This is an optimization exercise on Yosys and OpenROAD, whose aim is small area and a short achievable clock period, not a production implementation.
Where RTL was checked, it was by simulation tests only, not by an equivalence proof against the original.
Only the layout flow was run in runs 1 to 6; the RTL was not checked for function there.
Power is estimated from default activity; no workload was simulated.

`design/flow/config.mk`:
```
export PLATFORM = sky130hd
export DESIGN_NAME = quantizer
export DESIGN_NICKNAME = quantizer
export VERILOG_FILES = /design/flow/design.v
export SDC_FILE = /design/flow/constraint.sdc
export NUM_CORES = 4
export LEC_CHECK = 0
export CAP_MARGIN = 20
export CORE_MARGIN = 2
export CORE_UTILIZATION = 60
export CTS_CLUSTER_DIAMETER = 100
export CTS_CLUSTER_SIZE = 30
export SETUP_SLACK_MARGIN = 2.5
export SLEW_MARGIN = 20
```
`design/flow/constraint.sdc`:
```
create_clock -name core_clock -period 5.0 [get_ports {clk}]
set_input_delay 1.0000 -clock core_clock [delete_from_list [all_inputs] [get_ports {clk}]]
set_output_delay 1.0000 -clock core_clock [all_outputs]
set_load 0.01 [all_outputs]
```
`design/flow/design.v`:
```
`timescale 1ns / 1ps
module quant_pre(
    input             clk,
    input             rst,
    input      [31:0] i_max,
    input      [31:0] i_activation,
    output reg [23:0] o_p,      
    output reg        o_a24,    
    output reg [22:0] o_nm,     
    output reg [2:0]  o_sh      
);
    wire [7:0]  em = i_max[30:23];
    wire [7:0]  ea = i_activation[30:23];
    wire [22:0] mm = i_max[22:0];
    wire [22:0] ma = i_activation[22:0];
    wire [7:0]  d  = em - ea;
    wire big  = ea > em;
    wire zero = ea < (em - 8'd8);
    wire eq   = (ea == em);
    wire sat  = big | (eq & ~zero & (ma >= mm));
    reg [24:0] a;
    always @(*) begin
        if (sat)
            a = {1'b1, mm, 1'b0};
        else if (zero)
            a = 25'd0;
        else if (eq)
            a = {1'b1, ma, 1'b0};
        else
            a = {2'b01, ma};
    end
    always @(posedge clk) begin
        o_p   <= a[23:0] ^ {1'b0, ~mm};
        o_a24 <= a[24];
        o_nm  <= ~mm;
        o_sh  <= (eq | big) ? 3'd0 : (d[2:0] - 3'd1);
    end
endmodule
`timescale 1ns / 1ps
module quant_divider (
    input  [23:0] i_p,
    input         i_v24,
    input  [22:0] i_nm,
    output        o_bit,
    output [23:1] o_p,
    output        o_r23
);
    localparam N = 24;
    localparam L = 5;
    wire [N-1:0] b = {1'b0, i_nm};
    wire [N-1:0] p = i_p;
    wire [N-1:0] g = ~p & b;                   
    wire [N-1:0] G [0:2*L-1];
    wire [N-1:0] P [0:2*L-1];
    assign G[0] = {g[N-1:1], p[0] | b[0]};
    assign P[0] = {p[N-1:1], 1'b0};
    genvar l, i;
    generate
        for (l = 0; l < L; l = l + 1) begin : g_up
            for (i = 0; i < N; i = i + 1) begin : g_bit
                if (((i + 1) % (2 << l)) == 0) begin : m
                    assign G[l+1][i] = G[l][i] | (P[l][i] & G[l][i - (1 << l)]);
                    assign P[l+1][i] = P[l][i] & P[l][i - (1 << l)];
                end else begin : k
                    assign G[l+1][i] = G[l][i];
                    assign P[l+1][i] = P[l][i];
                end
            end
        end
        for (l = L - 2; l >= 0; l = l - 1) begin : g_dn
            for (i = 0; i < N; i = i + 1) begin : g_bit
                if (((i + 1) % (2 << l)) == (1 << l) && i > (1 << l)) begin : m
                    assign G[2*L-1-l][i] = G[2*L-2-l][i] | (P[2*L-2-l][i] & G[2*L-2-l][i - (1 << l)]);
                    assign P[2*L-1-l][i] = P[2*L-2-l][i] & P[2*L-2-l][i - (1 << l)];
                end else begin : k
                    assign G[2*L-1-l][i] = G[2*L-2-l][i];
                    assign P[2*L-1-l][i] = P[2*L-2-l][i];
                end
            end
        end
    endgenerate
    wire [N-1:0] cy  = G[2*L-1];               
    wire [N-1:0] cin = {cy[N-2:0], 1'b1};      
    assign o_bit = i_v24 | cy[N-1];
    wire [N:0]   bn  = {2'b00, i_nm};          
    wire [N-1:0] x   = p ^ bn[N:1];
    wire [N-1:0] sel = o_bit ? cin : b;
    wire [N-1:0] r   = x ^ sel ^ bn[N:1];
    assign o_r23 = r[N-1];
    assign o_p   = x[N-2:0] ^ sel[N-2:0];
endmodule
`timescale 1ns / 1ps
module quantizer(
    input         clk,
    input         rst,
    input  [31:0] i_max,
    input  [31:0] i_activation,
    output [7:0]  o_index
);
    wire [23:0] p0;
    wire        a24;
    wire [22:0] nm0;
    wire [2:0]  sh0;
    quant_pre u_quant_pre(
        .clk(clk), .rst(rst), .i_max(i_max), .i_activation(i_activation),
        .o_p(p0), .o_a24(a24), .o_nm(nm0), .o_sh(sh0)
    );
    wire [23:1] p   [1:8];
    wire        r23 [1:8];
    wire [22:0] nm  [1:8];
    wire [2:0]  sh  [1:8];
    wire [7:0]  q   [1:8];    
    wire c1;
    quant_divider u_step1(.i_p(p0), .i_v24(a24), .i_nm(nm0),
                          .o_bit(c1), .o_p(p[1]), .o_r23(r23[1]));
    assign nm[1]  = nm0;
    assign sh[1]  = sh0;
    assign q[1]   = {7'd0, c1};
    genvar k;
    generate
        for (k = 2; k <= 8; k = k + 1) begin : g_stage
            reg [23:1] r_p;
            reg        r_r23;
            reg [22:0] r_nm;
            reg [2:0]  r_sh;
            reg [6:0]  r_q;
            always @(posedge clk) begin
                r_p   <= p[k-1];
                r_r23 <= r23[k-1];
                r_nm  <= nm[k-1];
                r_sh  <= sh[k-1];
                r_q   <= q[k-1][6:0];
            end
            wire c;
            quant_divider u_step(.i_p({r_p, r_nm[0]}), .i_v24(r_r23), .i_nm(r_nm),
                                 .o_bit(c), .o_p(p[k]), .o_r23(r23[k]));
            assign nm[k]  = r_nm;
            assign sh[k]  = r_sh;
            assign q[k]   = {r_q, c};
        end
    endgenerate
    wire [7:0] idx = q[8] >> sh[8];
    reg [3:0] r_cnt;
    reg [7:0] r_index;
    always @(posedge clk or posedge rst) begin
        if (rst) begin
            r_cnt   <= 4'd0;
            r_index <= 8'd0;
        end else begin
            if (!r_cnt[3])
                r_cnt <= r_cnt + 4'd1;
            r_index <= idx & {8{r_cnt[3]}};
        end
    end
    assign o_index = r_index;
endmodule
```
`design/flow/flow/run.sh`:
```
#!/bin/bash
# The standard ORFS layout, run whole; the only change is the cell used
# for the input and output port buffers (a plain buffer instead of the
# delay buffer the resizer picks by default).
set -euo pipefail
export BUFFER_PORTS_ARGS="-buffer_cell sky130_fd_sc_hd__buf_2"
bash standard.sh > standard.log 2>&1
```
`design/flow/standard.sh`:
```
#!/bin/bash
# synth_recipe.tcl (not shown) runs the flow's synth.tcl, then flattens the netlist and writes it again
# the make line also repeats each setting of config.mk as NAME=value (left out here)
make -C /OpenROAD-flow-scripts/flow DESIGN_CONFIG=/design/flow/config.mk WORK_HOME=/design/flow/orfs CLKGATE_MAP_FILE= SYNTH_SCRIPT=/design/flow/synth_recipe.tcl "${@:-finish}"
```
==> results of run 1 <==
final cells by class:
| type | count | area, µm² | share of cell area |
|---|---|---|---|
| tap | 402 | 503 | 0.0220 |
| sequential | 441 | 8980 | 0.393 |
| timing repair buffer | 173 | 1550 | 0.0677 |
| clock inverter | 1 | 11.3 | 0.000493 |
| inverter | 80 | 320 | 0.0140 |
| clock buffer | 20 | 479 | 0.0210 |
| timing repair inverter | 3 | 28.8 | 0.00126 |
| multi-input combinational | 1339 | 11000 | 0.481 |
synth_stat cells, types with 38 or more instances:
library cell  count  share of area
nor2_1           95          0.019
ha_1             38          0.025
xnor2_1         218           0.10
nand2b_1         42          0.014
inv_1            79          0.016
dfxtp_1         429           0.45
o21ai_0          68          0.018
nand2_1         131          0.026
mux2i_1         154          0.081
xor2_1          120          0.055
a21oi_1         101          0.026
a31oi_1          39          0.013
per-stage QoR:
stage	cells	hold slack, ns	instance area (µm²)
after floorplan	1885	0.310	19200
after global placement	2332	0.310	19900
after detailed placement	2332	0.312	19900
after CTS	2404	0.336	21300
after global routing	2459	0.340	22900
final	2459	0.335	22900
repair_timing:
item,4_1_cts,5_1_grt
setup endpoints to repair,189,176
gates cloned,12,12
setup buffers,39,43
pin swaps,46,83
gates resized for setup,101,238
sequential cells by signal (all words and copies together), names as in the netlist:
signal             flops
u_quant_pre.o_a24      1
g_stage.r_sh          21
r_cnt                  4
g_stage.r_p          161
g_stage.r_nm         161
g_stage.r_r23          7
u_quant_pre.o_sh       3
u_quant_pre.o_nm      23
g_stage.r_q           28
r_index                8
u_quant_pre.o_p       24
power groups by stage:
| stage | clock network (µW) | registers, µW | logic [µW] |
|---|---|---|---|
| after floorplan | 0 | 5480 | 4740 |
| after global placement | 0 | 5670 | 5260 |
| after detailed placement | 0 | 5710 | 5340 |
| after CTS | 1720 | 5660 | 6260 |
| after global routing | 1850 | 5920 | 8290 |
| final | 1660 | 5750 | 7630 |
layer usage:
metal | track usage | vias to the layer above
li1 | - | 6855
met1 | 0.213 | 5961
met2 | 0.375 | 161
met3 | 0.0204 | 66
met4 | 0.0635 | 0
met5 | 0 | -
worst min path at each step:
stage,start,endpoint,slack [ns],cells after the start
5_1_grt,g_stage[7].r_sh[1]$_DFF_P_,g_stage[8].r_sh[1]$_DFF_P_,0.34,0
3_3_place_gp,g_stage[7].r_q[1]$_DFF_P_,g_stage[8].r_q[2]$_DFF_P_,0.31,0
3_5_place_dp,g_stage[7].r_q[3]$_DFF_P_,g_stage[8].r_q[4]$_DFF_P_,0.31,0
4_1_cts,g_stage[7].r_q[3]$_DFF_P_,g_stage[8].r_q[4]$_DFF_P_,0.34,0
2_1_floorplan,u_quant_pre.o_sh[0]$_SDFF_PP0_,g_stage[2].r_sh[0]$_DFF_P_,0.31,0
6_report,g_stage[7].r_sh[1]$_DFF_P_,g_stage[8].r_sh[1]$_DFF_P_,0.33,0
critical path, stage by stage:
cell and delay [ns]:
buf_8 0.08, inv_8 0.03, ha_4 0.14, fa_2 0.34
nand2b_4 0.17, a21oi_4 0.12, o21a_1 0.14, o21ai_2 0.08
a211o_4 0.37, a21oi_4 0.20, buf_12 0.15, o21ai_4 0.09
buf_6 0.16, buf_6 0.11, nand2_2 0.04, o21ai_1 0.06
kinds of logic after synthesis:
| family | after synthesis | share of synthesized area |
|---|---|---|
| flip-flops | 441 | 0.465 |
| AND/OR/NAND/NOR | 428 | 0.112 |
| AO/OA/AOI/OAI | 347 | 0.119 |
| XOR/XNOR | 338 | 0.155 |
| multiplexers | 180 | 0.0967 |
| buffers and inverters | 112 | 0.0261 |
| adder cells (fa/ha/maj) | 39 | 0.0259 |
==> impl_metrics.toml, run 1 <==
[min_path]
min_path_type = "register to register"

[layout]
mostFrequentLayoutCells = "dfxtp_1 (376), xnor2_1 (217), nand2_1 (129)"
final_util = 0.726
nets = 2161
layout_commonest_cell = "dfxtp_1"
antenna_cells = 0
area_delta_synth_final_pct = 19.6
nFillCells = 2323
drive_gt1_frac = 0.235

[critical_path]
critPathLaunchType = "input pin"
r2r_cells = 12
crit_arrival_ns = 3.29
crit_path_end = "u_quant_pre.o_p[23]$_DFF_P_"
cp-startpoint = "i_activation[23]"
crit-reg2reg-capture = "g_stage[8].r_p[23]$_DFF_P_"
critical_path_peak_fanout = 5
rrSetupSlack_ns = 2.38
path_class = "input pin to register"
cp-end-kind = "register"
required_ns = 5.42
r2r-start = "g_stage[7].r_p[1]$_DFF_P_"

[routing]
drtPass1Iterations = 5
dr_wl_met3_um = 835
drc = 0
drt_iter0_drc = 494
vias = 13000
wl_per_cell_um = 14.3
viasPerCell = 5.30
top_layer = "met4"
dr_wl_met2_um = 19100
ant_nets = 0
wl_met1_um = 14300
wl_um = 35200

[synthesis]
syn-cell-area_um2 = 19100
syn_inst = 1885
avgSynthCellArea_um2 = 10.1
synth_seq_area_share = 0.465
ys_seq_elements = 441
synthFlopType = "dfxtp_1"
yosys_warnings = 3
synthArstFlopShare = 0.0272
synth_edf_count = 0
yosysUniqueCellTypes = 77
syn_nets = 1990

[sta]
setup_viol = 0
finalHoldViolations = 0
slew_violations = 0
fin_ws_ns = 2.14
fin_tns_setup_ns = 0
fin_crit_ns = 2.86
rsz0062_at_grt = "true"
relSlewSlack = 0.451
worst_slew_pin_slew_ns = 0.823
max_freq_ghz = 0.350
finalCritPeriodShare = 0.572
fin_skew_ns = 0.00981

[die]
dieWidth_um = 182
num_rows = 65
chipHeight_um = 182
io_pins = 74
die_area_um2 = 33300
start_util = 0.607
design.core.area_um2 = 31500

[cts]
cts_buffers = 18
clock-sinks = 441
clk_pin_slew_ns = 0.10
cts_root_buffer = "clkbuf_16"
clock_latency_ns = 0.53
clockBufferDepth = 3
ctsHtreeMaxLevel = 1
cts_tree = "done"
holdBufCountCts = 0

[grt]
antenna_found_initial = 0
grt_pass1_wl_um = 54200
grt_max_degree = 34
grt_usage = 0.191
globalRoute.totalOverflow = 0
first_global_vias = 12200

[power]
p_clk_frac = 0.111
total_power_uw = 15000
power_frac_comb = 0.507
seqPwrFrac = 0.382
p_sw_frac = 0.361
vdd.ir_drop.worst_mv = 0.306
p_leak_uw = 0.00938
power_density_nw_per_um2 = 658
power_switching_uw = 5430
internal_power_uw = 9600

[run_status]
status = "timing/DRC/antenna clean"

[run]
maxCapViolCount = 0

[placed_design]
pre_cts_ws_ns = 1.05
dp_hpwl_um = 21900
gp_congestion = 0.850
numPortBuffers = 71
==> run 2, diff against run 1 <==
--- a/design/flow/design.v
+++ b/design/flow/design.v
@@ -8,5 +8,6 @@
     output reg        o_a24,    
     output reg [22:0] o_nm,     
-    output reg [2:0]  o_sh      
+    output reg [2:0]  o_sh,     
+    output reg        o_sat     
 );
     wire [7:0]  em = i_max[30:23];
@@ -18,10 +19,7 @@
     wire zero = ea < (em - 8'd8);
     wire eq   = (ea == em);
-    wire sat  = big | (eq & ~zero & (ma >= mm));
     reg [24:0] a;
     always @(*) begin
-        if (sat)
-            a = {1'b1, mm, 1'b0};
-        else if (zero)
+        if (zero & ~big)
             a = 25'd0;
         else if (eq)
@@ -34,5 +32,6 @@
         o_a24 <= a[24];
         o_nm  <= ~mm;
-        o_sh  <= (eq | big) ? 3'd0 : (d[2:0] - 3'd1);
+        o_sh  <= eq ? 3'd0 : (d[2:0] - 3'd1);
+        o_sat <= big | (eq & ~zero & (ma >= mm));
     end
 endmodule
@@ -51,15 +50,15 @@
     wire [N-1:0] p = i_p;
     wire [N-1:0] g = ~p & b;                   
-    wire [N-1:0] G [0:2*L-1];
-    wire [N-1:0] P [0:2*L-1];
+    wire [N-1:0] G [0:L];
+    wire [N-1:0] P [0:L];
     assign G[0] = {g[N-1:1], p[0] | b[0]};
     assign P[0] = {p[N-1:1], 1'b0};
     genvar l, i;
     generate
-        for (l = 0; l < L; l = l + 1) begin : g_up
+        for (l = 0; l < L; l = l + 1) begin : g_lvl
             for (i = 0; i < N; i = i + 1) begin : g_bit
-                if (((i + 1) % (2 << l)) == 0) begin : m
-                    assign G[l+1][i] = G[l][i] | (P[l][i] & G[l][i - (1 << l)]);
-                    assign P[l+1][i] = P[l][i] & P[l][i - (1 << l)];
+                if ((i >> l) & 1) begin : m
+                    assign G[l+1][i] = G[l][i] | (P[l][i] & G[l][((i >> l) << l) - 1]);
+                    assign P[l+1][i] = P[l][i] & P[l][((i >> l) << l) - 1];
                 end else begin : k
                     assign G[l+1][i] = G[l][i];
@@ -68,17 +67,6 @@
             end
         end
-        for (l = L - 2; l >= 0; l = l - 1) begin : g_dn
-            for (i = 0; i < N; i = i + 1) begin : g_bit
-                if (((i + 1) % (2 << l)) == (1 << l) && i > (1 << l)) begin : m
-                    assign G[2*L-1-l][i] = G[2*L-2-l][i] | (P[2*L-2-l][i] & G[2*L-2-l][i - (1 << l)]);
-                    assign P[2*L-1-l][i] = P[2*L-2-l][i] & P[2*L-2-l][i - (1 << l)];
-                end else begin : k
-                    assign G[2*L-1-l][i] = G[2*L-2-l][i];
-                    assign P[2*L-1-l][i] = P[2*L-2-l][i];
-                end
-            end
-        end
     endgenerate
-    wire [N-1:0] cy  = G[2*L-1];               
+    wire [N-1:0] cy  = G[L];               
     wire [N-1:0] cin = {cy[N-2:0], 1'b1};      
     assign o_bit = i_v24 | cy[N-1];
@@ -102,7 +90,8 @@
     wire [22:0] nm0;
     wire [2:0]  sh0;
+    wire        sat0;
     quant_pre u_quant_pre(
         .clk(clk), .rst(rst), .i_max(i_max), .i_activation(i_activation),
-        .o_p(p0), .o_a24(a24), .o_nm(nm0), .o_sh(sh0)
+        .o_p(p0), .o_a24(a24), .o_nm(nm0), .o_sh(sh0), .o_sat(sat0)
     );
     wire [23:1] p   [1:8];
@@ -110,4 +99,5 @@
     wire [22:0] nm  [1:8];
     wire [2:0]  sh  [1:8];
+    wire        sat [1:8];
     wire [7:0]  q   [1:8];    
     wire c1;
@@ -116,4 +106,5 @@
     assign nm[1]  = nm0;
     assign sh[1]  = sh0;
+    assign sat[1] = sat0;
     assign q[1]   = {7'd0, c1};
     genvar k;
@@ -124,4 +115,5 @@
             reg [22:0] r_nm;
             reg [2:0]  r_sh;
+            reg        r_sat;
             reg [6:0]  r_q;
             always @(posedge clk) begin
@@ -130,4 +122,5 @@
                 r_nm  <= nm[k-1];
                 r_sh  <= sh[k-1];
+                r_sat <= sat[k-1];
                 r_q   <= q[k-1][6:0];
             end
@@ -137,8 +130,9 @@
             assign nm[k]  = r_nm;
             assign sh[k]  = r_sh;
+            assign sat[k] = r_sat;
             assign q[k]   = {r_q, c};
         end
     endgenerate
-    wire [7:0] idx = q[8] >> sh[8];
+    wire [7:0] idx = sat[8] ? 8'hff : (q[8] >> sh[8]);
     reg [3:0] r_cnt;
     reg [7:0] r_index;
==> design/flow/flow/run.sh (replaced) <==
#!/bin/bash
# The standard ORFS layout, run whole; the only change is the cell used
# for the input and output port buffers (the smallest plain buffer instead of the
# delay buffer the resizer picks by default).
set -euo pipefail
export BUFFER_PORTS_ARGS="-buffer_cell sky130_fd_sc_hd__buf_1"
bash standard.sh > standard.log 2>&1
==> run 2 against run 1 <==
Still clean. Sequential power is essentially flat. Setup slack improved by 0.20 ns. Area after synthesis increased by 1.8%. First-iteration DRC count fell by 11%. Final cell count shrank 0.77%. Non-clock buffer count fell by 51. Clock skew increased by 0.014 ns. Register-to-register slack worse by 0.04 ns. Maximum frequency up 7.6%. Highest routed layer unchanged. Critical path type is now register to register. Power fell by 11%. Sequential share of layout area up 2.7 points.
==> impl_metrics.toml, run 2 <==
[run_status]
status = "timing/DRC/antenna clean"

[synthesis]
synth_commonest_cells = "dfxtp_1 (437), xnor2_1 (207), mux2i_1 (142)"
synth_edf_count = 0
yosysUniqueCellTypes = 80
yosysTopAreaCell = "dfxtp_1"
syn_nets = 2039
synthFlopType = "dfxtp_1"
syn_inst = 1934
synth_top_area_share = 0.450
ys_seq_elements = 449
avgSynthCellArea_um2 = 10.1
synth_seq_area_share = 0.465
syn-cell-area_um2 = 19400
synthTopCellsByArea = "dfxtp_1 (45%), xnor2_1 (9.3%), mux2i_1 (7.3%), xor2_1 (5.7%), a21oi_1 (2.9%)"
synthArstFlopShare = 0.0267
post-synth-top-count-cell = "dfxtp_1"
yosys_warnings = 3

[layout]
area_delta_synth_final_pct = 11.3
antenna_cells = 0
multiInputGateArea_um2 = 10400
nets = 2142
nFillCells = 2582
drive_gt1_frac = 0.126
mostFrequentLayoutCells = "dfxtp_1 (411), xnor2_1 (207), mux2i_1 (133)"
layout_commonest_cell = "dfxtp_1"
final_util = 0.682
fin_cells = 2440
reg_top3 = "g_stage.r_nm x161, g_stage.r_p x161, g_stage.r_q x28"
seqCellArea_um2 = 9090

[grt]
top_usage_layer = "met2"
grt_pass1_wl_um = 53300
first_global_vias = 12200
grt_usage = 0.186
globalRoute.totalOverflow = 0
use_met1 = 0.211
use_met3 = 0.0210
grt_util_met2 = 0.359
antenna_found_initial = 0
grt_max_degree = 32

[critical_path]
cp-end-kind = "register"
critPathLaunchType = "register"
r2r-start = "g_stage[5].r_p[1]$_DFF_P_"
crit-reg2reg-capture = "g_stage[6].r_p[10]$_DFF_P_"
crit_arrival_ns = 3.11
required_ns = 5.45
path_class = "register to register"
critical_path_peak_fanout = 6
r2r_cells = 10
rrSetupSlack_ns = 2.34

[routing]
viasPerCell = 5.26
drt_iter0_drc = 439
wl_per_cell_um = 13.2
vias = 12800
wl_um = 32300
drtPass1Iterations = 5
ant_nets = 0
drc = 0

[sta]
slew_violations = 0
relSlewSlack = 0.538
fin_skew_ns = 0.0234
finalCritPeriodShare = 0.532
worst_slew_pin_slew_ns = 0.676
rsz0062_at_grt = "true"
fin_tns_setup_ns = 0
fin_crit_ns = 2.66
max_freq_ghz = 0.376
finalHoldViolations = 0
setup_viol = 0

[cts]
cts_buffers = 18
clock-sinks = 449
cts_root_buffer = "clkbuf_16"
clock_latency_ns = 0.52
clk_pin_slew_ns = 0.11
holdBufCountCts = 0
cts_tree = "done"
clockBufferDepth = 3
ctsHtreeMaxLevel = 1

[die]
design.core.area_um2 = 31700
dieWidth_um = 184
start_util = 0.613
io_pins = 74
num_rows = 65
die_area_um2 = 33900
chipHeight_um = 184

[placed_design]
numPortBuffers = 71
gp_congestion = 0.907
dp.cells = 2371
dp_hpwl_um = 23400

[min_path]
hold_depth = 0
min_path_type = "register to register"
hold_start = "g_stage[6].r_q[0]$_DFF_P_"
worstHoldEndpoint = "g_stage[7].r_q[1]$_DFF_P_"

[power]
vdd.ir_drop.worst_mv = 0.292
p_clk_frac = 0.124
p_leak_uw = 0.00895
internal_power_uw = 8640
power_switching_uw = 4710
power_frac_comb = 0.446
seqPwrFrac = 0.430
power_density_nw_per_um2 = 617
total_power_uw = 13400
p_sw_frac = 0.353

[run]
maxCapViolCount = 0
run 2: cell count changes in the layout (fill, tap and decap cells not counted), sizes merged, moves of 11 or more:
cell    change
nand3b     -11
a21oi      +11
nor2       +17
inv        +11
buf        -46
o21a       +13
xnor2      -11
mux2i      -13
o21ai      -22
nand2      -16
run 2: power by group through the flow:
stage / Combinational [µW] / Clock [µW] / Sequential, µW
6_report: 5960 / 1660 / 5740
3_5_place_dp: 5240 / 0 / 5780
3_3_place_gp: 5150 / 0 / 5750
2_1_floorplan: 4710 / 0 / 5480
5_1_grt: 6580 / 1840 / 5930
4_1_cts: 5650 / 1720 / 5710
run 2: what timing repair did:
action                                  in CTS  in global routing
endpoints found under the setup margin     185                115
gates cloned                                 4                  3
pin swaps                                   23                 22
resized for setup                           72                 57
setup buffers                               21                 20
run 2: area by class of cell:
class / count / area share
inverter: 95 / 0.0182
timing repair buffer: 122 / 0.0360
clock buffer: 21 / 0.0223
tap: 402 / 0.0232
multi-input combinational: 1351 / 0.480
sequential: 449 / 0.420
run 2: stage by stage:
| step | area [µm²] | hold slack [ns] | setup WS, ns |
|---|---|---|---|
| finish | 21600 | 0.317 | 2.34 |
| detailed placement | 20300 | 0.312 | 1.56 |
| global placement | 20300 | 0.311 | 1.60 |
| floorplan | 19700 | 0.310 | 2.35 |
| global route | 21600 | 0.327 | 2.31 |
| CTS | 21200 | 0.321 | 2.42 |
run 2: worst max-delay path by stage:
stage / from / end / depth (start not counted)
after floorplan: i_activation[23] / u_quant_pre.o_p[11]$_DFF_P_ / 12
after global placement: g_stage[3].r_p[1]$_DFF_P_ / g_stage[4].r_p[23]$_DFF_P_ / 9
after detailed placement: g_stage[3].r_p[1]$_DFF_P_ / g_stage[4].r_p[23]$_DFF_P_ / 9
after CTS: g_stage[3].r_p[1]$_DFF_P_ / g_stage[4].r_p[23]$_DFF_P_ / 9
after global routing: g_stage[3].r_p[3]$_DFF_P_ / g_stage[4].r_p[23]$_DFF_P_ / 9
final: g_stage[5].r_p[1]$_DFF_P_ / g_stage[6].r_p[10]$_DFF_P_ / 10
run 2: cells by family (layout without fill, tap and decap cells):
kind of cell | after synthesis | count (layout) | synth area share
xor+xnor | 333 | 333 | 0.150
compound gates | 353 | 353 | 0.119
buf+inv | 138 | 238 | 0.0302
flops | 449 | 449 | 0.465
fa+ha+maj | 39 | 39 | 0.0255
mux | 171 | 171 | 0.0907
simple gates | 451 | 455 | 0.120
run 2: critical path, stage by stage, from the launching register on:
cell	delay, ns
dfxtp_2	0.36
mux2_4	0.32
a2111oi_4	0.36
o211a_1	0.29
or3_4	0.17
a2111oi_4	0.06
buf_4	0.17
buf_4	0.13
nor4_2	0.47
a31oi_4	0.05
xnor2_1	0.19
run 2: metal layers:
metal	up-vias	wire (µm)
met1	5823	13800
met3	45	772
met2	137	17000
met4	0	772
li1	6838	-
met5	-	0
==> run 3, diff against run 2 <==
--- a/design/flow/design.v
+++ b/design/flow/design.v
@@ -58,7 +58,7 @@
         for (l = 0; l < L; l = l + 1) begin : g_lvl
             for (i = 0; i < N; i = i + 1) begin : g_bit
-                if ((i >> l) & 1) begin : m
-                    assign G[l+1][i] = G[l][i] | (P[l][i] & G[l][((i >> l) << l) - 1]);
-                    assign P[l+1][i] = P[l][i] & P[l][((i >> l) << l) - 1];
+                if (i >= (1 << l)) begin : m
+                    assign G[l+1][i] = G[l][i] | (P[l][i] & G[l][i - (1 << l)]);
+                    assign P[l+1][i] = P[l][i] & P[l][i - (1 << l)];
                 end else begin : k
                     assign G[l+1][i] = G[l][i];
==> run 3 against run 2 <==
Still clean. Die area rose by 4.6%. Clock power barely moved. Non-clock buffer count fell by 13. Maximum frequency rose by 5.9%. Synthesized cell count rose by 9.7%. Clock skew fell by 0.0085 ns. First-iteration DRC count rose by 95%. Final cell count rose by 8.4%. Combinational power rose by 9.4%. Count of clock-buffer cells in the layout rose by 1. Critical endpoint is now u_quant_pre.o_p[15]$_DFF_P_.
==> impl_metrics.toml, run 3 <==
[sta]
fin_tns_setup_ns = 0
finalHoldViolations = 0
slew_violations = 0
fin_crit_ns = 2.51
relSlewSlack = 0.574
whs_ns = 0.331
fin_skew_ns = 0.0150
worst_slew_pin_slew_ns = 0.623
max_freq_ghz = 0.398
finalCritPeriodShare = 0.502
setup_viol = 0
rsz0062_at_grt = "true"

[cts]
ctsHtreeMaxLevel = 1
cts_tree = "done"
clk_pin_slew_ns = 0.10
holdBufCountCts = 0
clockBufferDepth = 3
clock-sinks = 449
cts_buffers = 18
clock_latency_ns = 0.53
cts_root_buffer = "clkbuf_16"

[layout]
antenna_cells = 0
nets = 2299
final_util = 0.670
drive_gt1_frac = 0.0961
reg_top3 = "g_stage.r_nm x161, g_stage.r_p x161, g_stage.r_q x28"
area_delta_synth_final_pct = 10.1
layout_commonest_cell = "dfxtp_1"
mostFrequentLayoutCells = "dfxtp_1 (410), xnor2_1 (213), nand2_1 (138)"

[synthesis]
ys_seq_elements = 449
yosys_warnings = 3
synthFlopType = "dfxtp_1"
syn_inst = 2121
synth_commonest_cells = "dfxtp_1 (437), xnor2_1 (213), nand2_1 (139)"
synthArstFlopShare = 0.0267
yosysTopAreaCell = "dfxtp_1"
post-synth-top-count-cell = "dfxtp_1"
syn_nets = 2226
yosysUniqueCellTypes = 84
synth_top_area_share = 0.430
synth_seq_area_share = 0.445
synth_edf_count = 0
synthTopCellsByArea = "dfxtp_1 (43%), xnor2_1 (9.2%), mux2i_1 (5.9%), xor2_1 (5.3%), a21oi_1 (3.2%)"
syn-cell-area_um2 = 20400
avgSynthCellArea_um2 = 9.60

[critical_path]
rrSetupSlack_ns = 2.58
crit_slowest_cell = "and3_4"
crit_arrival_ns = 2.93
critical_path_peak_fanout = 6
required_ns = 5.42
max_stage_delay_ns = 0.33
cp-end-kind = "register"
critPathLaunchType = "input pin"
path_class = "input pin to register"
cp_cell_sequence = "buf_1, ha_4, fa_2, nand2b_4, a21oi_2, o21a_1, o21a_1, o211ai_1, and3_4, clkbuf_16, a21oi_2, xnor2_1"

[placed_design]
dp_hpwl_um = 27300
numPortBuffers = 71
gp_congestion = 0.942

[grt]
grt_usage = 0.199
grt_pass1_wl_um = 60600
globalRoute.totalOverflow = 0
first_global_vias = 13700
antenna_found_initial = 0
grt_max_degree = 36

[power]
total_power_uw = 14100
power_density_nw_per_um2 = 629
vdd.ir_drop.worst_mv = 0.279
p_leak_uw = 0.00902

[routing]
drtPass1Iterations = 7
wl_per_cell_um = 13.9
drt_iter0_drc = 855
viasPerCell = 5.45
wl_um = 36900
drc = 0
vias = 14400
ant_nets = 0

[die]
chipHeight_um = 188
io_pins = 74
die_area_um2 = 35400
num_rows = 67
design.core.area_um2 = 33400
start_util = 0.608
dieWidth_um = 188

[min_path]
min_path_type = "register to register"

[run]
maxCapViolCount = 0

[run_status]
status = "timing/DRC/antenna clean"
-- run 3: cell types whose count changed in the layout (fill, tap and decap cells not counted), moves of 19 or more --
cell / previous run / this run
nand3b_1: 20 / 45
nand2_1: 115 / 138
mux2i_1: 133 / 107
o21ai_0: 38 / 69
o21ai_1: 10 / 29
-- run 3: kinds of logic after synthesis --
logic type	Yosys count	synth area share
compound gates	481	0.156
xor+xnor	337	0.145
fa+ha+maj	39	0.0243
buf+inv	153	0.0312
flops	449	0.445
mux	135	0.0681
simple gates	527	0.131
-- run 3: layout make-up --
cell class / instances / area (µm²)
multi-input combinational: 1522 / 11200
fill: 2668 / 11000
sequential: 449 / 9090
timing repair buffer: 109 / 704
tap: 448 / 561
clock buffer: 22 / 487
inverter: 94 / 397
-- run 3: critical path, delay by kind of cell --
family / cells / cell delay (ns)
AND/OR/NAND/NOR: 2 / 0.46
XOR/XNOR: 1 / 0.12
buffers and inverters: 2 / 0.35
AO/OA/AOI/OAI: 5 / 0.64
adder cells (fa/ha/maj): 2 / 0.35
-- run 3: worst paths after layout --
| kind | endpoint | startpoint | cells after the start |
|---|---|---|---|
| setup / recovery | u_quant_pre.o_p[15]$_DFF_P_ | i_max[23] | 12 |
| hold / removal | g_stage[5].r_q[1]$_DFF_P_ | g_stage[4].r_q[0]$_DFF_P_ | 0 |
| setup reg to reg | g_stage[6].r_p[10]$_DFF_P_ | g_stage[5].r_p[1]$_DFF_P_ | 9 |
| hold reg to reg | g_stage[5].r_q[1]$_DFF_P_ | g_stage[4].r_q[0]$_DFF_P_ | 0 |
| max in group asynchronous | r_cnt[3]$_DFF_PP0_ | rst | 2 |
| min in group asynchronous | r_index[3]$_DFF_PP0_ | rst | 2 |
-- run 3: per-layer routing --
metal  global-route usage  wire length [µm]  vias to the layer above  part of all wire
met3               0.0183               910                       91             0.025
met4               0.0800              1560                        0             0.042
met1                0.220             15200                     6569              0.41
met5                    0                 0                        -                 0
met2                0.388             19200                      217              0.52
li1                     -                 -                     7524                 -
-- run 3: through the flow --
| stage | setup WS (ns) | area, µm² | std cells |
|---|---|---|---|
| floorplan | 2.20 | 20500 | 2121 |
| global placement | 1.74 | 21100 | 2588 |
| detailed placement | 1.69 | 21100 | 2588 |
| CTS | 2.49 | 21800 | 2622 |
| global route | 2.42 | 22400 | 2644 |
| finish | 2.49 | 22400 | 2644 |
-- run 3: report_power, final --
| group | internal [µW] | total, µW | switching (µW) |
|---|---|---|---|
| Sequential | 4690 | 5890 | 1200 |
| Clock | 694 | 1670 | 978 |
| Combinational | 3380 | 6520 | 3130 |
-- run 3: timing repair --
action,in CTS,in global routing
buffers inserted,10,16
gates cloned,2,6
gates resized for setup,27,105
endpoints found under the setup margin,137,165
pin swaps,9,33
==> run 4, diff against run 3 <==
--- a/design/flow/design.v
+++ b/design/flow/design.v
@@ -15,20 +15,16 @@
     wire [22:0] mm = i_max[22:0];
     wire [22:0] ma = i_activation[22:0];
-    wire [7:0]  d  = em - ea;
-    wire big  = ea > em;
-    wire zero = ea < (em - 8'd8);
+    wire [8:0]  dd = {1'b0, em} - {1'b0, ea};
+    wire [7:0]  d  = dd[7:0];
+    wire big  = dd[8];                    
     wire eq   = (ea == em);
-    reg [24:0] a;
-    always @(*) begin
-        if (zero & ~big)
-            a = 25'd0;
-        else if (eq)
-            a = {1'b1, ma, 1'b0};
-        else
-            a = {2'b01, ma};
-    end
+    wire zero = (em[7:3] == 5'd0) | (d[7:4] != 4'd0) | (d[3] & (d[2:0] != 3'd0));
+    wire [23:0] b    = {1'b0, ~mm};
+    wire [23:0] p_eq = {ma, 1'b0} ^ b;
+    wire [23:0] p_ne = {1'b1, ma} ^ b;
+    wire [23:0] p    = zero ? b : (eq ? p_eq : p_ne);
     always @(posedge clk) begin
-        o_p   <= a[23:0] ^ {1'b0, ~mm};
-        o_a24 <= a[24];
+        o_p   <= p;
+        o_a24 <= eq & ~zero;
         o_nm  <= ~mm;
         o_sh  <= eq ? 3'd0 : (d[2:0] - 3'd1);
@@ -50,13 +46,13 @@
     wire [N-1:0] p = i_p;
     wire [N-1:0] g = ~p & b;                   
-    wire [N-1:0] G [0:L];
-    wire [N-1:0] P [0:L];
+    wire [N-1:0] G [0:2*L-1];
+    wire [N-1:0] P [0:2*L-1];
     assign G[0] = {g[N-1:1], p[0] | b[0]};
     assign P[0] = {p[N-1:1], 1'b0};
     genvar l, i;
     generate
-        for (l = 0; l < L; l = l + 1) begin : g_lvl
+        for (l = 0; l < L; l = l + 1) begin : g_up
             for (i = 0; i < N; i = i + 1) begin : g_bit
-                if (i >= (1 << l)) begin : m
+                if (((i + 1) % (2 << l)) == 0) begin : m
                     assign G[l+1][i] = G[l][i] | (P[l][i] & G[l][i - (1 << l)]);
                     assign P[l+1][i] = P[l][i] & P[l][i - (1 << l)];
@@ -67,6 +63,17 @@
             end
         end
+        for (l = L - 2; l >= 0; l = l - 1) begin : g_dn
+            for (i = 0; i < N; i = i + 1) begin : g_bit
+                if (((i + 1) % (2 << l)) == (1 << l) && i > (1 << l)) begin : m
+                    assign G[2*L-1-l][i] = G[2*L-2-l][i] | (P[2*L-2-l][i] & G[2*L-2-l][i - (1 << l)]);
+                    assign P[2*L-1-l][i] = P[2*L-2-l][i] & P[2*L-2-l][i - (1 << l)];
+                end else begin : k
+                    assign G[2*L-1-l][i] = G[2*L-2-l][i];
+                    assign P[2*L-1-l][i] = P[2*L-2-l][i];
+                end
+            end
+        end
     endgenerate
-    wire [N-1:0] cy  = G[L];               
+    wire [N-1:0] cy  = G[2*L-1];               
     wire [N-1:0] cin = {cy[N-2:0], 1'b1};      
     assign o_bit = i_v24 | cy[N-1];
--- a/design/flow/config.mk
+++ b/design/flow/config.mk
@@ -6,4 +6,5 @@
 export NUM_CORES = 4
 export LEC_CHECK = 0
+export ABC_AREA = 1
 export CAP_MARGIN = 20
 export CORE_MARGIN = 2
@@ -11,4 +12,4 @@
 export CTS_CLUSTER_DIAMETER = 100
 export CTS_CLUSTER_SIZE = 30
-export SETUP_SLACK_MARGIN = 2.5
+export SETUP_SLACK_MARGIN = 2.7
 export SLEW_MARGIN = 20
==> run 4 against run 3 <==
Combinational power decreased by 15%. Critical path depth increased by 3. Critical path type unchanged. Power decreased by 12%. Area after synthesis increased by 7.7%. Largest power group unchanged. Final cell count increased by 35%. Critical endpoint is now u_quant_pre.o_p[22]$_DFF_P_. Setup slack improved by 0.0089 ns.
==> impl_metrics.toml, run 4 <==
[run_status]
status = "timing/DRC/antenna clean"

[sta]
slew_violations = 0
worst_slew_pin_slew_ns = 0.483
fin_tns_setup_ns = 0
rsz0062_at_grt = "true"
fin_skew_ns = 0.0168
finalCritPeriodShare = 0.500
finalHoldViolations = 0
fin_crit_ns = 2.50
max_freq_ghz = 0.400
setup_viol = 0
relSlewSlack = 0.678

[cts]
cts_buffers = 18
clock_latency_ns = 0.53
ctsHtreeMaxLevel = 1
clk_pin_slew_ns = 0.10
clockBufferDepth = 3
clock-sinks = 449
cts_tree = "done"
cts_root_buffer = "clkbuf_16"

[routing]
drc = 0
vias = 17200
wl_um = 36900
wl_per_cell_um = 10.3
drtPass1Iterations = 5
viasPerCell = 4.81
ant_nets = 0
drt_iter0_drc = 664

[layout]
drive_gt1_frac = 0.0733
seqCellArea_um2 = 9050
layout_commonest_cell = "nand2_1"
mostFrequentLayoutCells = "nand2_1 (1105), dfxtp_1 (437), inv_1 (391)"
multiInputGateArea_um2 = 11100
reg_top3 = "g_stage.r_nm x161, g_stage.r_p x161, g_stage.r_q x28"
antenna_cells = 0
area_delta_synth_final_pct = 6.80
nFillCells = 3206
nets = 3212

[die]
dieWidth_um = 195
chipHeight_um = 195
start_util = 0.605
design.core.area_um2 = 36300
die_area_um2 = 38100
num_rows = 70
io_pins = 74

[grt]
antenna_found_initial = 0
first_global_vias = 15700
grt_usage = 0.188
grt_max_degree = 47
grt_pass1_wl_um = 63300
globalRoute.totalOverflow = 0

[min_path]
min_path_type = "register to register"
worstHoldEndpoint = "g_stage[7].r_q[1]$_DFF_P_"
hold_depth = 0
hold_start = "g_stage[6].r_q[0]$_DFF_P_"

[critical_path]
rrSetupSlack_ns = 2.85
path_class = "input pin to register"
required_ns = 5.44
r2r-start = "g_stage[4].r_p[16]$_DFF_P_"
critPathLaunchType = "input pin"
crit_arrival_ns = 2.94
crit-reg2reg-capture = "g_stage[5].r_p[16]$_DFF_P_"
critical_path_peak_fanout = 6
cp-end-kind = "register"
r2r_cells = 11
cp-startpoint = "i_max[23]"

[synthesis]
synthTopCellsByArea = "dfxtp_1 (40%), nand2_1 (19%), inv_1 (6.7%), xnor2_1 (5.6%), nand3_1 (3.5%)"
syn_inst = 3032
synthFlopType = "dfxtp_1"
synth_top_area_share = 0.399
synth_edf_count = 0
synth_commonest_cells = "nand2_1 (1116), dfxtp_1 (437), inv_1 (393)"
avgSynthCellArea_um2 = 7.23
post-synth-top-count-cell = "nand2_1"
synthArstFlopShare = 0.0267
yosysUniqueCellTypes = 48
syn_nets = 3133
syn-cell-area_um2 = 21900
yosys_warnings = 3
ys_seq_elements = 449
synth_seq_area_share = 0.413
yosysTopAreaCell = "dfxtp_1"

[placed_design]
dp_hpwl_um = 27600
numPortBuffers = 71
gp_congestion = 0.825

[power]
p_leak_uw = 0.0120
total_power_uw = 12500
power_density_nw_per_um2 = 532
vdd.ir_drop.worst_mv = 0.337

[run]
maxCapViolCount = 0
==> run 4: changes by cell type after synthesis, moves of 74 or more <==
cell     previous run  this run
a21oi_1           132        47
inv_1              91       393
mux2i_1           120         2
nand2_1           139      1116
nand3_1            29       155
xnor2_1           213       139
xor2_1            124        40
==> run 4: timing repair <==
action	in CTS	in global routing
gates cloned	4	6
setup buffers	7	11
hold endpoints to repair	0	0
hold buffers	0	0
pin swaps	9	13
resized for setup	26	27
endpoints found under the setup margin	50	160
==> run 4: critical path, cell delays in order <==
cell	delay [ns]
buf_8	0.11
inv_12	0.04
ha_4	0.13
fa_2	0.45
ha_4	0.18
ha_4	0.15
a21oi_2	0.09
o21ai_1	0.07
o211ai_1	0.12
buf_4	0.18
nor2_4	0.04
buf_4	0.14
buf_12	0.13
nand3_1	0.06
nand2_1	0.06
==> run 4: worst max path at each step <==
stage                                        to  slack (ns)  cells past startpoint
detailed placement   u_quant_pre.o_p[1]$_DFF_P_        1.35                     13
CTS                  u_quant_pre.o_p[4]$_DFF_P_        2.52                     15
global route          u_quant_pre.o_sat$_DFF_P_        2.43                     14
floorplan           u_quant_pre.o_p[10]$_DFF_P_        2.20                     13
global placement     u_quant_pre.o_p[2]$_DFF_P_        1.37                     13
finish              u_quant_pre.o_p[22]$_DFF_P_        2.50                     15
==> run 4: stage by stage <==
step / cell area, µm² / cells / utilization / worst slack, ns / hold WS [ns]
detailed placement: 22400 / 3531 / 0.619 / 1.35 / 0.312
finish: 23400 / 3580 / 0.646 / 2.50 / 0.330
global route: 23400 / 3580 / 0.646 / 2.43 / 0.340
CTS: 23200 / 3563 / 0.639 / 2.52 / 0.331
global placement: 22400 / 3531 / 0.619 / 1.37 / 0.311
floorplan: 22000 / 3032 / - / 2.20 / 0.310
==> run 4: where the power goes <==
group          total, µW  internal, µW  switching (µW)
Clock               1660           690             966
Combinational       5540          2250            3280
Sequential          5270          4510             753
Total              12500          7460            5000
==> run 4: logic make-up (layout without fill, tap and decap cells) <==
kind of cell | count (synthesis) | in the layout | synth area share
AOI/OAI and AO/OA | 305 | 305 | 0.0833
xor gates and xnor gates | 180 | 180 | 0.0723
adders and majority gates | 35 | 35 | 0.0203
buffers and inverters | 466 | 537 | 0.0911
DFF | 449 | 449 | 0.413
muxes | 2 | 2 | 0.000913
and+or+nand+nor | 1595 | 1604 | 0.319
==> run 4: layout make-up <==
class | instances | area share
clock buffers | 21 | 0.0206
inverters | 420 | 0.0689
multi-input cells | 2126 | 0.476
flip-flops and latches | 449 | 0.386
well taps | 468 | 0.0250
repair buffers | 96 | 0.0230
==> run 4: per-layer routing <==
metal / track usage / up-vias / part of all wire
li1: - / 9633 / -
met1: 0.210 / 7391 / 0.44
met2: 0.372 / 148 / 0.52
met3: 0.0193 / 51 / 0.021
met4: 0.0540 / 0 / 0.023
met5: 0 / - / 0
==> run 5, diff against run 4 <==
--- a/design/flow/design.v
+++ b/design/flow/design.v
@@ -8,5 +8,5 @@
     output reg        o_a24,    
     output reg [22:0] o_nm,     
-    output reg [2:0]  o_sh,     
+    output reg [3:0]  o_sh,     
     output reg        o_sat     
 );
@@ -23,10 +23,10 @@
     wire [23:0] p_eq = {ma, 1'b0} ^ b;
     wire [23:0] p_ne = {1'b1, ma} ^ b;
-    wire [23:0] p    = zero ? b : (eq ? p_eq : p_ne);
+    wire [23:0] p    = eq ? p_eq : p_ne;
     always @(posedge clk) begin
         o_p   <= p;
-        o_a24 <= eq & ~zero;
+        o_a24 <= eq;
         o_nm  <= ~mm;
-        o_sh  <= eq ? 3'd0 : (d[2:0] - 3'd1);
+        o_sh  <= zero ? 4'd8 : eq ? 4'd0 : {1'b0, d[2:0] - 3'd1};
         o_sat <= big | (eq & ~zero & (ma >= mm));
     end
@@ -96,5 +96,5 @@
     wire        a24;
     wire [22:0] nm0;
-    wire [2:0]  sh0;
+    wire [3:0]  sh0;
     wire        sat0;
     quant_pre u_quant_pre(
@@ -105,5 +105,5 @@
     wire        r23 [1:8];
     wire [22:0] nm  [1:8];
-    wire [2:0]  sh  [1:8];
+    wire [3:0]  sh  [1:8];
     wire        sat [1:8];
     wire [7:0]  q   [1:8];    
@@ -121,5 +121,5 @@
             reg        r_r23;
             reg [22:0] r_nm;
-            reg [2:0]  r_sh;
+            reg [3:0]  r_sh;
             reg        r_sat;
             reg [6:0]  r_q;
--- a/design/flow/config.mk
+++ b/design/flow/config.mk
@@ -12,4 +12,4 @@
 export CTS_CLUSTER_DIAMETER = 100
 export CTS_CLUSTER_SIZE = 30
-export SETUP_SLACK_MARGIN = 2.7
+export SETUP_SLACK_MARGIN = 2.9
 export SLEW_MARGIN = 20
==> run 5 against run 4 <==
Still clean on timing, DRC and antenna. Global-route usage increased by 0.90 points. Sequential power increased by 3%. Clock power increased by 4%. Die area decreased by 0.78%. Area after synthesis decreased by 0.80%. First-iteration DRC count increased by 7.5%. Power increased by 9.4%. Register-to-register slack improved by 0.17 ns. Clock skew increased by 0.0056 ns.
==> impl_metrics.toml, run 5 <==
[synthesis]
synth_commonest_cells = "nand2_1 (1058), dfxtp_1 (445), inv_1 (385)"
synth_edf_count = 0
yosys_warnings = 3
syn_inst = 2942
ys_seq_elements = 457
post-synth-top-count-cell = "nand2_1"
syn_nets = 3043
synthTopCellsByArea = "dfxtp_1 (41%), nand2_1 (18%), inv_1 (6.6%), xnor2_1 (5.8%), o21ai_0 (4.0%)"
yosysUniqueCellTypes = 45
avgSynthCellArea_um2 = 7.39
synthFlopType = "dfxtp_1"
synth_top_area_share = 0.410
syn-cell-area_um2 = 21700
yosysTopAreaCell = "dfxtp_1"
synth_seq_area_share = 0.423
synthArstFlopShare = 0.0263

[die]
dieWidth_um = 194
start_util = 0.610
chipHeight_um = 194
die_area_um2 = 37800
design.core.area_um2 = 35700
io_pins = 74
num_rows = 69

[cts]
clk_pin_slew_ns = 0.10
ctsHtreeMaxLevel = 1
cts_root_buffer = "clkbuf_16"
holdBufCountCts = 0
clock-sinks = 457
cts_tree = "done"
clockBufferDepth = 3
clock_latency_ns = 0.53
cts_buffers = 19

[sta]
relSlewSlack = 0.663
finalHoldViolations = 0
whs_ns = 0.326
max_freq_ghz = 0.436
fin_skew_ns = 0.0224
fin_tns_setup_ns = 0
worst_slew_pin_slew_ns = 0.501
fin_crit_ns = 2.30
finalCritPeriodShare = 0.459
slew_violations = 0
rsz0062_at_grt = "true"
setup_viol = 0

[critical_path]
cp-end-kind = "register"
required_ns = 5.47
max_stage_delay_ns = 0.54
path_common_cell = "ha_4"
crit_slowest_cell = "fa_2"
crit_arrival_ns = 2.77
path_class = "input pin to register"
r2r-start = "g_stage[3].r_nm[7]$_DFF_P_"
cp_cell_sequence = "buf_8, inv_12, ha_4, fa_2, ha_4, ha_4, a21oi_2, o21ai_1, nand4_1, nor2_1, nand4_1, buf_6, o21ai_2"
critPathLaunchType = "input pin"
critical_path_peak_fanout = 5
r2r_cells = 14
cp-startpoint = "i_max[23]"

[power]
p_leak_uw = 0.0120
total_power_uw = 13600
power_density_nw_per_um2 = 570
vdd.ir_drop.worst_mv = 0.266

[routing]
ant_nets = 0
drt_iter0_drc = 714
wl_um = 39100
wl_per_cell_um = 11.1
vias = 17200
drc = 0
dr_wl_met2_um = 20500
dr_wl_met3_um = 979
viasPerCell = 4.89
drtPass1Iterations = 5
top_layer = "met4"
wl_met1_um = 16400

[layout]
reg_top3 = "g_stage.r_nm x161, g_stage.r_p x161"
area_delta_synth_final_pct = 9.97
mostFrequentLayoutCells = "nand2_1 (1036), dfxtp_1 (419), inv_1 (381)"
drive_gt1_frac = 0.106
nets = 3148
nFillCells = 3124
antenna_cells = 0
layout_commonest_cell = "nand2_1"

[placed_design]
numPortBuffers = 71
dp_hpwl_um = 27300
gp_congestion = 0.849

[grt]
antenna_found_initial = 0
grt_pass1_wl_um = 64700
globalRoute.totalOverflow = 0
first_global_vias = 15500
grt_usage = 0.197
grt_max_degree = 32

[run]
maxCapViolCount = 0

[min_path]
min_path_type = "register to register"
hold_depth = 0
hold_start = "g_stage[6].r_q[1]$_DFF_P_"

[run_status]
status = "timing/DRC/antenna clean"
==> run 5: cell types whose count changed after synthesis, sizes merged, moves of 8 or more <==
cell	delta
dfxtp	+8
nand2	-81
nand3	-23
nand3b	-8
nor2	-10
o211ai	+8
o21ai	+15
==> run 5: layout make-up <==
class                      instances  area [µm²]  area share
timing repair buffer             108         684      0.0286
timing repair inverter             2        17.5    0.000732
clock buffer                      20         479      0.0200
sequential                       457        9240       0.386
multi-input combinational       2043       11300       0.471
tap                              461         577      0.0241
clock inverter                     2        25.0     0.00105
inverter                         416        1640      0.0684
==> run 5: logic make-up (layout without fill, tap and decap cells) <==
logic type,after synthesis,count (layout),synth area share
fa+ha+maj,35,35,0.0205
simple gates,1473,1488,0.296
flops,457,457,0.423
xor+xnor,180,180,0.0725
compound gates,336,336,0.0979
buf+inv,457,548,0.0876
mux,4,4,0.00184
==> run 5: what timing repair did <==
action | in CTS | in global routing
resized for setup | 46 | 106
buffers inserted | 9 | 22
setup endpoints to repair | 172 | 184
cloned | 11 | 7
pin swaps | 11 | 26
==> run 5: critical path, delay by kind of cell <==
kind	cells	cell delay [ns]
AND/OR/NAND/NOR	3	0.30
AO/OA/AOI/OAI	3	0.25
adder cells (fa/ha/maj)	4	0.94
buffers and inverters	3	0.28
==> run 5: metrics by stage <==
| step | instance area, µm² | std cells | utilization | worst slack (ns) |
|---|---|---|---|---|
| 2_1_floorplan | 21800 | 2942 | - | 2.44 |
| 3_3_place_gp | 22300 | 3438 | 0.627 | 1.95 |
| 3_5_place_dp | 22300 | 3438 | 0.627 | 1.90 |
| 4_1_cts | 23300 | 3480 | 0.652 | 2.66 |
| 5_1_grt | 23900 | 3509 | 0.671 | 2.67 |
| 6_report | 23900 | 3509 | 0.671 | 2.70 |
==> run 5: routing by layer <==
| layer | vias up | GRT usage |
|---|---|---|
| li1 | 9447 | - |
| met4 | 0 | 0.0581 |
| met1 | 7432 | 0.216 |
| met5 | - | 0 |
| met2 | 198 | 0.393 |
| met3 | 77 | 0.0224 |
==> run 5: path summary, 6_finish.rpt <==
kind / to / slack, ns
worst max-delay path: u_quant_pre.o_sat$_DFF_P_ / 2.70
worst min-delay path: g_stage[7].r_q[2]$_DFF_P_ / 0.33
worst max register to register: g_stage[4].r_p[2]$_DFF_P_ / 3.02
worst min register to register: g_stage[7].r_q[2]$_DFF_P_ / 0.33
max in group asynchronous: r_index[3]$_DFF_PP0_ / 4.29
min in group asynchronous: r_cnt[3]$_DFF_PP0_ / 0.42
==> run 5: power by group <==
group | total [µW] | leakage [µW] | switching, µW | internal (µW)
clock | 1720 | 0.000249 | 1020 | 703
sequential | 5420 | 0.00388 | 810 | 4610
combinational | 6490 | 0.00792 | 3810 | 2680
total | 13600 | 0.0120 | 5640 | 7990
==> run 6, diff against run 5 <==
--- a/design/flow/config.mk
+++ b/design/flow/config.mk
@@ -12,4 +12,4 @@
 export CTS_CLUSTER_DIAMETER = 100
 export CTS_CLUSTER_SIZE = 30
-export SETUP_SLACK_MARGIN = 2.9
+export SETUP_SLACK_MARGIN = 2.7
 export SLEW_MARGIN = 20
==> run 6 against run 5 <==
Register-to-register slack got worse by 0.13 ns. Count of clock-buffer cells in the layout did not move. Global-route usage is 0.97 points lower. Area after synthesis did not move. Non-clock buffer count fell by 10. Combinational power shrank 5.2%. Still clean on timing, DRC and antenna. Largest power group unchanged. Synthesized cell count did not move. Sequential cell count stayed put. Die area stayed put. Power decreased by 2.6%. Highest routed layer unchanged. Routed wire length shrank 4.1%.
==> impl_metrics.toml, run 6 <==
[cts]
holdBufCountCts = 0
clockBufferDepth = 3
clk_pin_slew_ns = 0.11
clock_latency_ns = 0.53
clock-sinks = 457
cts_root_buffer = "clkbuf_16"
cts_buffers = 19
ctsHtreeMaxLevel = 1
cts_tree = "done"

[layout]
nFillCells = 3156
antenna_cells = 0
final_util = 0.657
fin_cells = 3494
reg_top3 = "g_stage.r_nm x161, g_stage.r_p x161"
drive_gt1_frac = 0.0818
layout_commonest_cell = "nand2_1"
seqCellArea_um2 = 9210
multiInputGateArea_um2 = 11000
area_delta_synth_final_pct = 7.66
nets = 3133
mostFrequentLayoutCells = "nand2_1 (1053), dfxtp_1 (445), inv_1 (383)"
final_area_um2 = 23400

[synthesis]
syn_inst = 2942
yosys_warnings = 3
synthArstFlopShare = 0.0263
syn_nets = 3043
avgSynthCellArea_um2 = 7.39
yosysTopAreaCell = "dfxtp_1"
synthTopCellsByArea = "dfxtp_1 (41%), nand2_1 (18%), inv_1 (6.6%), xnor2_1 (5.8%), o21ai_0 (4.0%)"
post-synth-top-count-cell = "nand2_1"
synth_top_area_share = 0.410
synth_seq_area_share = 0.423
synth_edf_count = 0
synth_commonest_cells = "nand2_1 (1058), dfxtp_1 (445), inv_1 (385)"
yosysUniqueCellTypes = 45
synthFlopType = "dfxtp_1"
ys_seq_elements = 457
syn-cell-area_um2 = 21700

[routing]
drt_iter0_drc = 653
wl_um = 37500
drtPass1Iterations = 5
ant_nets = 0
wl_per_cell_um = 10.7
vias = 17000
viasPerCell = 4.85
drc = 0

[placed_design]
post_dp_cell_area_um2 = 22300
numPortBuffers = 71
dp_hpwl_um = 27200
dp.cells = 3438
gp_congestion = 0.809
pre_cts_ws_ns = 1.87

[critical_path]
critPathLaunchType = "input pin"
cp-end-kind = "register"
path_class = "input pin to register"
crit_arrival_ns = 2.81
critical_path_peak_fanout = 4
rrSetupSlack_ns = 2.89
required_ns = 5.46

[grt]
globalRoute.totalOverflow = 0
top_usage_layer = "met2"
use_met1 = 0.219
grt_max_degree = 47
grt_usage = 0.187
antenna_found_initial = 0
first_global_vias = 15200
grt_util_met2 = 0.367
grt_pass1_wl_um = 62500
use_met3 = 0.0210

[sta]
slew_violations = 0
worst_slew_pin_slew_ns = 0.491
rsz0062_at_grt = "true"
fin_skew_ns = 0.0190
max_freq_ghz = 0.426
relSlewSlack = 0.673
fin_tns_setup_ns = 0
fin_ws_ns = 2.65
finalHoldViolations = 0
fin_crit_ns = 2.35
setup_viol = 0
finalCritPeriodShare = 0.469

[power]
power_density_nw_per_um2 = 567
vdd.ir_drop.worst_mv = 0.253
power_frac_comb = 0.464
p_leak_uw = 0.0119
seqPwrFrac = 0.407
power_switching_uw = 5440
internal_power_uw = 7830
p_sw_frac = 0.410
p_clk_frac = 0.129

[die]
die_area_um2 = 37800
start_util = 0.610
dieWidth_um = 194
design.core.area_um2 = 35700
io_pins = 74
chipHeight_um = 194
num_rows = 69

[min_path]
min_path_type = "register to register"

[run_status]
status = "timing/DRC/antenna clean"

[run]
maxCapViolCount = 0
-- run 6: changes by cell type in the layout (fill, tap and decap cells not counted), sizes merged --
cell / before / now
buf: 106 / 97
clkinv: 4 / 2
nand3: 158 / 155
clkbuf: 22 / 21
-- run 6: worst paths after layout --
check,startpoint,end,cells after the start
max,i_max[23],u_quant_pre.o_sh[2]$_SDFF_PP0_,13
min,g_stage[6].r_q[1]$_DFF_P_,g_stage[7].r_q[2]$_DFF_P_,0
max reg2reg,u_quant_pre.o_p[16]$_DFF_P_,g_stage[2].r_p[2]$_DFF_P_,11
min reg2reg,g_stage[6].r_q[1]$_DFF_P_,g_stage[7].r_q[2]$_DFF_P_,0
max in group asynchronous,rst,r_index[4]$_DFF_PP0_,2
min in group asynchronous,rst,r_cnt[2]$_DFFE_PP0N_,2
-- run 6: worst max-delay path, cell delays in order --
cell and delay, ns:
buf_8 0.09, inv_12 0.03, ha_4 0.15, fa_2 0.54, ha_4 0.13, ha_4 0.12, a21oi_2 0.03, o21ai_1 0.08
nand4_1 0.09, nor2_1 0.09, nand4_1 0.12, buf_6 0.17, nor3_4 0.16
-- run 6: per-stage QoR --
stage          hold WS (ns)  power, µW
6_report              0.325      13300
2_1_floorplan         0.310      10400
4_1_cts               0.327      12900
3_3_place_gp          0.312      10900
5_1_grt               0.333      14600
3_5_place_dp          0.312      11100
-- run 6: repair_timing --
item                       4_1_cts  5_1_grt
pin swaps                        3       10
setup buffers                    1       20
setup endpoints to repair      149      147
gates cloned                     2       11
resized for setup               29       36
-- run 6: kinds of logic after synthesis --
kind of cell | synth area share
DFF | 0.423
muxes | 0.00184
AOI/OAI and AO/OA | 0.0979
xor gates and xnor gates | 0.0725
and+or+nand+nor | 0.296
adders and majority gates | 0.0205
buffers and inverters | 0.0876
-- run 6: final cells by class --
type                       count  area share
inverter                     416      0.0684
clock buffer                  20      0.0205
timing repair buffer          98      0.0237
multi-input combinational   2040       0.468
sequential                   457       0.393
tap                          461      0.0246
clock inverter                 2     0.00107
-- run 6: power groups by stage --
stage	sequential, µW	clock [µW]	combinational (µW)
6_report	5400	1710	6150
5_1_grt	5550	1910	7150
4_1_cts	5400	1780	5760
3_5_place_dp	5490	0	5650
3_3_place_gp	5470	0	5470
2_1_floorplan	5310	0	5040
-- run 6: layer usage --
metal,vias up,wire length (µm)
met5,-,0
met4,0,882
met3,59,977
met2,170,19300
met1,7295,16300
li1,9428,-
==> run 7, diff against run 6 <==
--- a/design/flow/design.v
+++ b/design/flow/design.v
@@ -15,9 +15,9 @@
     wire [22:0] mm = i_max[22:0];
     wire [22:0] ma = i_activation[22:0];
-    wire [8:0]  dd = {1'b0, em} - {1'b0, ea};
-    wire [7:0]  d  = dd[7:0];
-    wire big  = dd[8];                    
+    wire big  = ea > em;
     wire eq   = (ea == em);
-    wire zero = (em[7:3] == 5'd0) | (d[7:4] != 4'd0) | (d[3] & (d[2:0] != 3'd0));
+    wire zero = ea < (em - 8'd8);
+    wire sat  = big | (eq & (em[7:3] != 5'd0) & (ma >= mm));
+    wire [2:0] dm1 = em[2:0] - ea[2:0] - 3'd1;
     wire [23:0] b    = {1'b0, ~mm};
     wire [23:0] p_eq = {ma, 1'b0} ^ b;
@@ -28,6 +28,6 @@
         o_a24 <= eq;
         o_nm  <= ~mm;
-        o_sh  <= zero ? 4'd8 : eq ? 4'd0 : {1'b0, d[2:0] - 3'd1};
-        o_sat <= big | (eq & ~zero & (ma >= mm));
+        o_sh  <= zero ? 4'd8 : eq ? 4'd0 : {1'b0, dm1};
+        o_sat <= sat;
     end
 endmodule
--- a/design/flow/config.mk
+++ b/design/flow/config.mk
@@ -12,4 +12,4 @@
 export CTS_CLUSTER_DIAMETER = 100
 export CTS_CLUSTER_SIZE = 30
-export SETUP_SLACK_MARGIN = 2.7
+export SETUP_SLACK_MARGIN = 3.1
 export SLEW_MARGIN = 20
==> run 7 against run 6 <==
Area after synthesis about the same. Critical endpoint unchanged. Design area up 18%. Still clean. Core utilization up 12 points. Clock power up 2%. Largest power group unchanged.
==> impl_metrics.toml, run 7 <==
[run_status]
status = "timing/DRC/antenna clean"

[layout]
seqCellArea_um2 = 9530
mostFrequentLayoutCells = "nand2_1 (837), inv_1 (347), dfxtp_1 (270)"
reg_top3 = "g_stage.r_nm x161, g_stage.r_p x161"
layout_commonest_cell = "nand2_1"
multiInputGateArea_um2 = 12900
nets = 3264
nFillCells = 2533
area_delta_synth_final_pct = 26.6
drive_gt1_frac = 0.299
antenna_cells = 0

[grt]
globalRoute.totalOverflow = 0
grt_usage = 0.211
grt_pass1_wl_um = 68800
first_global_vias = 16000
antenna_found_initial = 0
grt_max_degree = 32

[critical_path]
crit_arrival_ns = 2.48
r2r-start = "g_stage[7].r_p[4]$_DFF_P_"
path_class = "input pin to register"
critPathLaunchType = "input pin"
rrSetupSlack_ns = 3.00
cp-end-kind = "register"
crit-reg2reg-capture = "g_stage[8].r_p[1]$_DFF_P_"
critical_path_peak_fanout = 3
r2r_cells = 14
required_ns = 5.43

[routing]
viasPerCell = 5.05
drt_iter0_drc = 792
wl_um = 46900
drtPass1Iterations = 5
wl_per_cell_um = 13.0
vias = 18300
ant_nets = 0
drc = 0

[sta]
fin_crit_ns = 2.05
worst_slew_pin_slew_ns = 0.544
whs_ns = 0.332
rsz0062_at_grt = "true"
fin_tns_setup_ns = 0
max_freq_ghz = 0.487
fin_skew_ns = 0.0312
slew_violations = 0
setup_viol = 0
finalHoldViolations = 0
relSlewSlack = 0.637
finalCritPeriodShare = 0.411

[power]
internal_power_uw = 9280
power_density_nw_per_um2 = 585
p_leak_uw = 0.0136
power_frac_comb = 0.547
power_switching_uw = 6840
vdd.ir_drop.worst_mv = 0.272
p_clk_frac = 0.109
p_sw_frac = 0.424
seqPwrFrac = 0.345

[placed_design]
dp_hpwl_um = 27000
numPortBuffers = 71
gp_congestion = 0.850

[cts]
clock-sinks = 457
cts_tree = "done"
clockBufferDepth = 3
clock_latency_ns = 0.53
ctsHtreeMaxLevel = 1
holdBufCountCts = 0
cts_buffers = 19
clk_pin_slew_ns = 0.10
cts_root_buffer = "clkbuf_16"

[die]
design.core.area_um2 = 35700
start_util = 0.610
die_area_um2 = 37800
io_pins = 74
dieWidth_um = 194
chipHeight_um = 194
num_rows = 69

[synthesis]
yosysTopAreaCell = "dfxtp_1"
synth_commonest_cells = "nand2_1 (1022), dfxtp_1 (445), inv_1 (383)"
yosysUniqueCellTypes = 45
syn-cell-area_um2 = 21800
syn_nets = 3028
syn_inst = 2922
synthTopCellsByArea = "dfxtp_1 (41%), nand2_1 (18%), inv_1 (6.6%), xnor2_1 (5.8%), o21ai_0 (3.7%)"
avgSynthCellArea_um2 = 7.45
synth_top_area_share = 0.409
ys_seq_elements = 457
synth_seq_area_share = 0.423
synth_edf_count = 0
post-synth-top-count-cell = "nand2_1"
synthArstFlopShare = 0.0263
synthFlopType = "dfxtp_1"
yosys_warnings = 3

[min_path]
worstHoldEndpoint = "g_stage[6].r_q[2]$_DFF_P_"
min_path_type = "register to register"
hold_start = "g_stage[5].r_q[1]$_DFF_P_"
hold_depth = 0

[run]
maxCapViolCount = 0
run 7: changes by cell type after synthesis, moves of 7 or more:
cell / before / now
o21ai_0: 174 / 162
nand2_2: 26 / 51
o211ai_2: 42 / 25
inv_2: 30 / 20
o211ai_1: 14 / 32
a21oi_2: 2 / 9
nand2_1: 1058 / 1022
run 7: final cells by class:
| type | instances | share of cell area |
|---|---|---|
| Tap cell | 461 | 0.0209 |
| Timing Repair inverter | 6 | 0.00372 |
| Clock buffer | 21 | 0.0175 |
| Sequential cell | 457 | 0.346 |
| Multi-Input combinational cell | 2035 | 0.467 |
| Timing Repair Buffer | 235 | 0.0823 |
| Inverter | 404 | 0.0611 |
| Clock inverter | 1 | 0.00109 |
run 7: through the flow:
step / cell area, µm² / worst slack (ns) / util / total power, µW / std cells
CTS: 24300 / 2.93 / 0.682 / 13900 / 3503
detailed placement: 22400 / 2.03 / 0.629 / 11200 / 3417
global placement: 22400 / 2.07 / 0.629 / 11000 / 3417
global route: 27600 / 2.87 / 0.773 / 17400 / 3620
finish: 27600 / 2.95 / 0.773 / 16100 / 3620
floorplan: 22000 / 2.64 / - / 10400 / 2922
run 7: how the worst max path moves through the flow:
stage	start	endpoint	slack, ns	cells after the start
6_report	i_max[26]	u_quant_pre.o_sh[2]$_SDFF_PP0_	2.95	11
5_1_grt	g_stage[7].r_p[4]$_DFF_P_	g_stage[8].r_p[13]$_DFF_P_	2.87	16
4_1_cts	r_index[0]$_DFF_PP0_	o_index[0]	2.93	1
3_5_place_dp	i_max[27]	u_quant_pre.o_sh[1]$_SDFF_PP0_	2.03	10
3_3_place_gp	i_max[27]	u_quant_pre.o_sh[1]$_SDFF_PP0_	2.07	10
2_1_floorplan	i_max[27]	u_quant_pre.o_sh[1]$_SDFF_PP0_	2.64	10
run 7: what timing repair did:
action | CTS | global route
buffers inserted | 44 | 98
endpoints found under the setup margin | 188 | 182
pin swaps | 52 | 196
gates resized for setup | 179 | 752
endpoints found under the hold margin | 0 | 0
cloned | 20 | 19
run 7: kinds of logic after synthesis:
| family | Yosys count | share of synthesized area |
|---|---|---|
| AND/OR/NAND/NOR | 1466 | 0.298 |
| adder cells (fa/ha/maj) | 40 | 0.0233 |
| buffers and inverters | 446 | 0.0868 |
| XOR/XNOR | 182 | 0.0733 |
| flip-flops | 457 | 0.423 |
| multiplexers | 4 | 0.00184 |
| AO/OA/AOI/OAI | 327 | 0.0933 |
run 7: metal layers:
metal  global-route usage  vias to the layer above  share of wire
met2                0.423                      326           0.54
met1                0.229                     8120           0.38
met5                    0                        -              0
li1                     -                     9677              -
met4               0.0735                        0          0.054
met3               0.0187                      156          0.025
run 7: critical path: stages:
cell and delay [ns]:
buf_8 0.11, inv_8 0.05, ha_4 0.14, nand3_2 0.07, xor2_1 0.15, ha_1 0.30
a21oi_1 0.19, o21a_1 0.15, o31a_1 0.14, or2_4 0.14, nor2_2 0.04
run 7: power groups by stage:
stage / sequential, µW / clock (µW) / combinational (µW)
floorplan: 5350 / 0 / 5100
global placement: 5500 / 0 / 5510
detailed placement: 5530 / 0 / 5680
CTS: 5460 / 1790 / 6660
global route: 5690 / 1930 / 9760
finish: 5550 / 1750 / 8810

[what the ideal ports hide]
In the flow no input, the clock included, has a driving cell. The finished layouts below were timed again as built, in two steps.
Step 1 assumes that a clkbuf_16 drives the clock port and a buf_2 every other input.
Step 2 times the ports against the registers' clock, not the clock port: input delays grow and output delays shrink by t, the midpoint of the rising clock arrivals with the driver on.
Slacks: ideal / step 1 / step 2; pairs: ideal / step 1.
run	t (ns)	slack for setup (ns)
run 1	0.568	2.139 / 2.134 / 1.566
run 2	0.558	2.340 / 2.340 / 2.042
run 3	0.569	2.489 / 2.515 / 1.947
run 4	0.579	2.498 / 2.502 / 1.923
run 5	0.575	2.704 / 2.691 / 2.116
run 6	0.573	2.653 / 2.648 / 2.076
run 7	0.575	2.947 / 2.899 / 2.388
After both steps every run listed still meets setup and hold.
